Background: an optimization exercise with open tools, aiming at small area. Do not read the settings as production practice. Function was checked by simulation only, so behaviour that the tests miss may differ from the original. The flow treats the clock pin as an ideal source. Dropping or thinning the clock tree relies on that and would not hold on a real chip. Power is estimated from default activity; no workload was simulated.

==> flow/design.v <==
module uart_vector_processor #(
    parameter int BIT_RATE = 115200,
    parameter int CLK_FREQ = 1_843_200,
    parameter int MAX_VECT_SIZE = 8,
    parameter int MAX_MAT_ROWS = 4,
    parameter int MAX_MAT_COLS = 4
)(
    input wire clk,
    input wire resetn,
    input wire uart_rx,
    output wire uart_tx,
    output wire led_busy,
    output wire led_rx_active,
    output wire led_tx_active,
    output wire led_error
);
    localparam [2:0] S_IDLE = 3'b000,    
                     S_SZ   = 3'b001,    
                     S_OP1  = 3'b010,    
                     S_OP2  = 3'b011,    
                     S_TX   = 3'b100,    
                     S_ERR  = 3'b101;    
    reg [2:0] st;
    reg       frm;           
    reg [7:0] fc;            
    reg [3:0] ph;            
    reg [3:0] w;             
    reg [1:0] bi;            
    reg [3:0] L;             
    reg [1:0] op;            
    reg       c;             
    reg       dA;            
    reg       bcur;          
    reg       act;           
    reg       txo;           
    wire [3:0] m = fc[7:4];
    wire s_idle = (st == S_IDLE);
    wire s_sz   = (st == S_SZ);
    wire s_op1  = (st == S_OP1);
    wire s_op2  = (st == S_OP2);
    wire is_tx  = (st == S_TX);
    wire is_err = (st == S_ERR);
    wire is_mat = ~op[1] & ~op[0];
    wire is_dot = op[1] & op[0];
    wire muldot = op[1];
    reg [15:0] rE [0:15];
    reg [15:0] rO [0:15];
    wire [2:0] yidx = w[2:0] & {3{~is_dot}};
    wire XE_lo = rE[{1'b0, w[2:0]}][0];
    wire XO_lo = rO[{1'b0, w[2:0]}][0];
    wire YE = rE[{1'b1, yidx}][0];
    wire YO = rO[{1'b1, yidx}][0];
    wire XE = w[3] ? YE : XE_lo;
    wire XO = w[3] ? YO : XO_lo;
    wire [2:0] bb = {1'b0, bi} + {1'b0, is_tx & is_dot, is_tx & op[1] & ~op[0]};
    wire bitwin = frm & ~m[3];                           
    wire hit    = bitwin & (ph == {bb[1:0], m[2:1]});    
    wire s15    = &ph;
    wire fend   = frm & s15 & m[3] & (m[0] == is_tx);
    wire rxstart = ~frm & ~uart_rx & ~is_err & ~is_tx;
    wire txstart = ~frm & is_tx & s15;
    wire rx   = uart_rx;
    wire rxop = frm & ~is_tx;
    wire rhit = hit & rxop;
    wire [2:0] k = m[2:0];
    wire XR   = m[0] ? XO : XE;                          
    wire cin_add = c & ~((bi == 2'd0) & (k == 3'd0));
    wire nb   = s_op1 ? rx : (XR ^ rx ^ cin_add);
    wire cadd = (XR & rx) | (cin_add & (XR ^ rx));
    wire pass   = act;
    wire pfirst = (ph == 4'd0);
    wire cin_m  = c & ~pfirst;
    wire t0 = bcur & XE;
    wire s0 = YE ^ t0 ^ cin_m;
    wire c1 = (YE & t0) | (cin_m & (YE ^ t0));
    wire t1 = bcur & XO;
    wire s1 = YO ^ t1 ^ c1;
    wire c2 = (YO & t1) | (c1 & (YO ^ t1));
    wire capv = ~bb[2] & (muldot ? (m[0] ? YO : YE) : XR);
    wire wrX  = pass | (rhit & (s_op1 | (s_op2 & ~muldot)));
    wire wrY  = pass | (s_op1 & muldot);
    wire XdE = pass ? (dA & ~pfirst) : (m[0] ? XE : nb);
    wire XdO = pass ? XE : (m[0] ? nb : XO);
    wire YdE = pass & s0;
    wire YdO = pass & s1;
    wire UdE = is_mat ? XdE : YdE;
    wire UdO = is_mat ? XdO : YdO;
    genvar gi;
    generate
        for (gi = 0; gi < 16; gi = gi + 1) begin : g_slot
            wire we;
            wire dE, dO;
            if (gi < 8) begin : g_lo
                assign we = wrX & (w == gi);
                assign dE = XdE;
                assign dO = XdO;
            end else begin : g_hi
                assign we = (wrX & (w == gi)) | (wrY & (yidx == gi - 8));
                assign dE = UdE;
                assign dO = UdO;
            end
            always @(posedge clk) begin
                rE[gi] <= {we ? dE : rE[gi][0], rE[gi][15:1]};
                rO[gi] <= {we ? dO : rO[gi][0], rO[gi][15:1]};
            end
        end
    endgenerate
    wire skip = is_mat & (w[1:0] == L[1:0]);
    wire [3:0] wnx = (w | {2'b00, skip, skip}) + 4'd1;
    wire last = (w == L);
    wire brin = (k == 3'd0) | c;
    wire dbit = rx ^ brin;
    always @(posedge clk) begin
        ph <= ph + 4'd1;
        fc <= rxstart ? 8'hF1 : txstart ? 8'h00 : fc + 8'd1;
        dA <= XO;
        if (pass) begin
            c  <= c2;
        end else if (rhit) begin
            c <= s_sz ? (brin & ~rx) : cadd;
        end
        if (rhit & s_idle) begin
            if (k == 3'd0) op[0] <= rx;
            if (k == 3'd1) op[1] <= rx;
        end
        if (rhit & s_sz & (bi == 2'd0) & ~k[2] & (~k[1] | ~is_mat)) begin
            if (is_mat & w[0]) L <= {L[3:2], dbit, L[1]};
            else               L <= {dbit, L[3:1]};
        end
        if (is_tx) begin
            if (hit) bcur <= capv;
        end else if (s15)
            bcur <= rx;
        if (s15)
            act <= bitwin & rxop & s_op2 & muldot;
        if (fend) begin
            if (s_idle) begin
                bi <= 2'd0;
                w  <= 4'd0;
            end else begin
                bi <= bi + 2'd1;
                if (bi == 2'd3)
                    w <= s_sz ? {3'b000, is_mat & ~w[0]} : (last ? 4'd0 : wnx);
            end
        end
    end
    always @(posedge clk or negedge resetn) begin
        if (!resetn) begin
            st  <= S_IDLE;
            frm <= 1'b0;
            txo <= 1'b1;
        end else begin
            if (rxstart | txstart) frm <= 1'b1;
            else if (fend)         frm <= 1'b0;
            if (s15)
                txo <= ~txstart & ~(is_tx & bitwin & ~(hit ? capv : bcur));
            if (rhit & s_idle & (k[2] | k[1]) & (rx ^ (~k[2] & ~k[0] & is_mat)))
                st <= S_ERR;
            else if (fend & (bi == 2'd3 | s_idle)) begin
                case (st)
                    S_IDLE: st <= S_SZ;
                    S_SZ:   if (~(is_mat & ~w[0])) st <= S_OP1;
                    S_OP1:  if (last) st <= S_OP2;
                    S_OP2:  if (last) st <= S_TX;
                    S_TX:   if (last | is_dot) st <= S_IDLE;
                    default: ;
                endcase
            end
        end
    end
    assign uart_tx       = txo;
    assign led_tx_active = is_tx;
    assign led_rx_active = ~st[2] & (st[1] | st[0]);
    assign led_busy      = led_rx_active | is_tx;
    assign led_error     = is_err;
endmodule
Settings: LEC_CHECK=0, CAP_MARGIN=20, CORE_MARGIN=2, CORE_UTILIZATION=40, CTS_CLUSTER_DIAMETER=100, CTS_CLUSTER_SIZE=35, SLEW_MARGIN=20; clock period 100.0 ns.
standard.sh (not shown) runs the stock make flow with config.mk's settings and CLKGATE_MAP_FILE= SYNTH_SCRIPT=/design/flow/synth_recipe.tcl, a recipe that flattens the netlist after the stock synthesis.
==> flow/flow/run.sh <==
#!/bin/bash
# Own layout flow: the standard ORFS flow (standard.sh), with
#  - synthesis unchanged except that ABC maps the logic with an area-oriented
#    script (flow/abc_area.script) instead of ORFS's speed script; registers
#    are mapped before ABC runs, so they are the standard synthesis's;
#  - smaller port buffers and no CTS dummy loads.
# Each tool's output goes to a log file in the work folder (and ORFS's own
# logs under orfs/logs).
set -euo pipefail
W=$(pwd)

# ORFS scripts, with ABC's script replaced
rm -rf "$W/scripts_area"
cp -r "$FLOW_HOME/scripts" "$W/scripts_area"
cp "$W/flow/abc_area.script" "$W/scripts_area/abc_speed.script"

bash standard.sh SCRIPTS_DIR="$W/scripts_area" synth > "$W/synth.log" 2>&1

export BUFFER_PORTS_ARGS="-buffer_cell sky130_fd_sc_hd__buf_1"
export CTS_ARGS="-sink_clustering_enable -repair_clock_nets -sink_clustering_max_diameter 100 -dont_use_dummy_load -sink_clustering_size 33 -buf_list sky130_fd_sc_hd__buf_12 -no_insertion_delay"
bash standard.sh > "$W/layout.log" 2>&1
==> flow/flow/abc_area.script <==
strash
ifraig
dc2
dch -f
map -a
topo
The starting point ran to the end with no violations.
Edit:
==> flow/run.sh (new file) <==
#!/bin/bash
# synth_recipe.tcl (not shown) runs the flow's synth.tcl, then flattens the netlist and writes it again
# the make line also repeats each setting of config.mk as NAME=value (left out here)
make -C /OpenROAD-flow-scripts/flow DESIGN_CONFIG=/design/flow/config.mk WORK_HOME=/design/flow/orfs CLKGATE_MAP_FILE= SYNTH_SCRIPT=/design/flow/synth_recipe.tcl finish
removed: flow/flow/run.sh
removed: flow/flow/abc_area.script
removed: flow/standard.sh
Synthesized area goes up by a few percent; cell area climbs by a few percent; worst hold slack gets better by 0.025 ns; register-to-register slack improved by 0.70 ns; wire length goes up by roughly a tenth; core utilization went down by 0.22 points; critical path depth drops by 7; final cell count increases by a few percent; setup slack improves by 0.18 ns; power is lower slightly.
Edit:
==> flow/flow/run.sh (new file) <==
#!/bin/bash
# Own layout flow: the standard ORFS flow (standard.sh), with
#  - synthesis unchanged except that ABC maps the logic with an area-oriented
#    script (flow/abc_area.script) instead of ORFS's speed script; registers
#    are mapped before ABC runs, so they are the standard synthesis's;
#  - smaller port buffers and no CTS dummy loads.
# Each tool's output goes to a log file in the work folder (and ORFS's own
# logs under orfs/logs).
set -euo pipefail
W=$(pwd)

# ORFS scripts, with ABC's script replaced
rm -rf "$W/scripts_area"
cp -r "$FLOW_HOME/scripts" "$W/scripts_area"
cp "$W/flow/abc_area.script" "$W/scripts_area/abc_speed.script"

bash standard.sh SCRIPTS_DIR="$W/scripts_area" synth > "$W/synth.log" 2>&1

export BUFFER_PORTS_ARGS="-buffer_cell sky130_fd_sc_hd__buf_1"
export CTS_ARGS="-sink_clustering_enable -repair_clock_nets -sink_clustering_max_diameter 100 -dont_use_dummy_load -sink_clustering_size 33 -buf_list sky130_fd_sc_hd__buf_12"
bash standard.sh > "$W/layout.log" 2>&1
==> flow/flow/abc_area.script (new file) <==
strash
ifraig
dc2
dch -f
map -a
topo
==> flow/standard.sh (new file) <==
#!/bin/bash
# synth_recipe.tcl (not shown) runs the flow's synth.tcl, then flattens the netlist and writes it again
# the make line also repeats each setting of config.mk as NAME=value (left out here)
make -C /OpenROAD-flow-scripts/flow DESIGN_CONFIG=/design/flow/config.mk WORK_HOME=/design/flow/orfs CLKGATE_MAP_FILE= SYNTH_SCRIPT=/design/flow/synth_recipe.tcl "${@:-finish}"
removed: flow/run.sh
=> Routed wire length falls by 9.3%; hold slack loses 0.025 ns; power rises by 0.80%.
Edit:
--- a/flow/flow/run.sh
+++ b/flow/flow/run.sh
@@ -5,3 +5,5 @@
 #    are mapped before ABC runs, so they are the standard synthesis's;
-#  - smaller port buffers and no CTS dummy loads.
+#  - smaller port buffers, no CTS dummy loads, buf_12 clock buffers, and the
+#    clock tree's intermediate level removed (root buffer drives the leaf
+#    buffers directly).
 # Each tool's output goes to a log file in the work folder (and ORFS's own
@@ -19,3 +21,8 @@
 export BUFFER_PORTS_ARGS="-buffer_cell sky130_fd_sc_hd__buf_1"
-export CTS_ARGS="-sink_clustering_enable -repair_clock_nets -sink_clustering_max_diameter 100 -dont_use_dummy_load -sink_clustering_size 33 -buf_list sky130_fd_sc_hd__buf_12"
+export CTS_ARGS="-sink_clustering_enable -repair_clock_nets -sink_clustering_size 33 -sink_clustering_max_diameter 100 -dont_use_dummy_load -buf_list sky130_fd_sc_hd__buf_12"
+bash standard.sh cts > "$W/place_cts.log" 2>&1
+
+CTS_ODB=$(ls -d "$W"/orfs/results/*/uart_vector_processor/base)/4_cts.odb
+CTS_ODB="$CTS_ODB" openroad -no_init -exit "$W/flow/flatten_ctree.tcl" > "$W/flatten_ctree.log" 2>&1
+
 bash standard.sh > "$W/layout.log" 2>&1
==> flow/flow/flatten_ctree.tcl (new file) <==
# Removes the intermediate level of the clock tree that CTS builds: every
# buffer named clkbuf_1_* (between the root buffer and the leaf buffers) is
# deleted and its loads are connected to the root buffer's output net.
read_db $::env(CTS_ODB)
set block [ord::get_db_block]
set removed 0
foreach inst [$block getInsts] {
  set name [$inst getName]
  if { ![string match "clkbuf_1_*" $name] } { continue }
  set in_net ""
  set out_net ""
  foreach it [$inst getITerms] {
    set mt [$it getMTerm]
    if { [$mt getSigType] != "SIGNAL" && [$mt getSigType] != "CLOCK" } { continue }
    if { [$mt getIoType] == "INPUT" } { set in_net [$it getNet] }
    if { [$mt getIoType] == "OUTPUT" } { set out_net [$it getNet] }
  }
  if { $in_net == "" || $out_net == "" } { continue }
  set loads {}
  foreach it [$out_net getITerms] {
    if { [$it getInst] != $inst } { lappend loads $it }
  }
  foreach it $loads {
    $it disconnect
    $it connect $in_net
  }
  odb::dbInst_destroy $inst
  odb::dbNet_destroy $out_net
  incr removed
  puts "removed $name, moved [llength $loads] loads to [$in_net getName]"
}
puts "removed $removed intermediate clock buffers"
write_db $::env(CTS_ODB)
Via count decreases slightly.
Core utilization is lower by 0.13 points.
Register-to-register slack improves by 0.06 ns.
First-iteration DRC count climbs by roughly a tenth.
Worst setup slack improved by 0.046 ns.
Final area hardly moves.
Sequential share of layout area went up by 0.23 points.
Die area does not change.

==> afterwards: timing with drivers on the ports <==
The flow's constraints put no driver on any port. The routed layouts listed below were extracted and timed again, unchanged, in two steps. Step 1 assumes that a clkbuf_16 drives the clock port and a buf_2 every other input. Step 2 adds t to the input delays and takes it off the output delays; t is the mean of the earliest and latest rising clock arrival at the registers after step 1. Input paths then give back, and output paths get back, about the clock's delay inside the block. Slacks: ideal / step 1 / step 2; pairs: ideal / step 1.
| run | shift t [ns] | slack for setup (ns) | worst slew at a driven data input, ns |
|---|---|---|---|
| the first run | 0.507 | 77.365 / 77.385 / 76.878 | 0.03 |
| the second run | 0.583 | 77.548 / 77.500 / 77.407 | 0.03 |
| the third run | 0.507 | 77.365 / 77.385 / 76.878 | 0.03 |
| the fourth run | 0.510 | 77.411 / 77.429 / 76.918 | 0.03 |
After both steps every run listed still meets setup and hold. For the fourth run, which loses most, drivers alone change the setup slack by +0.018 ns; drivers and shift together by -0.493 ns.
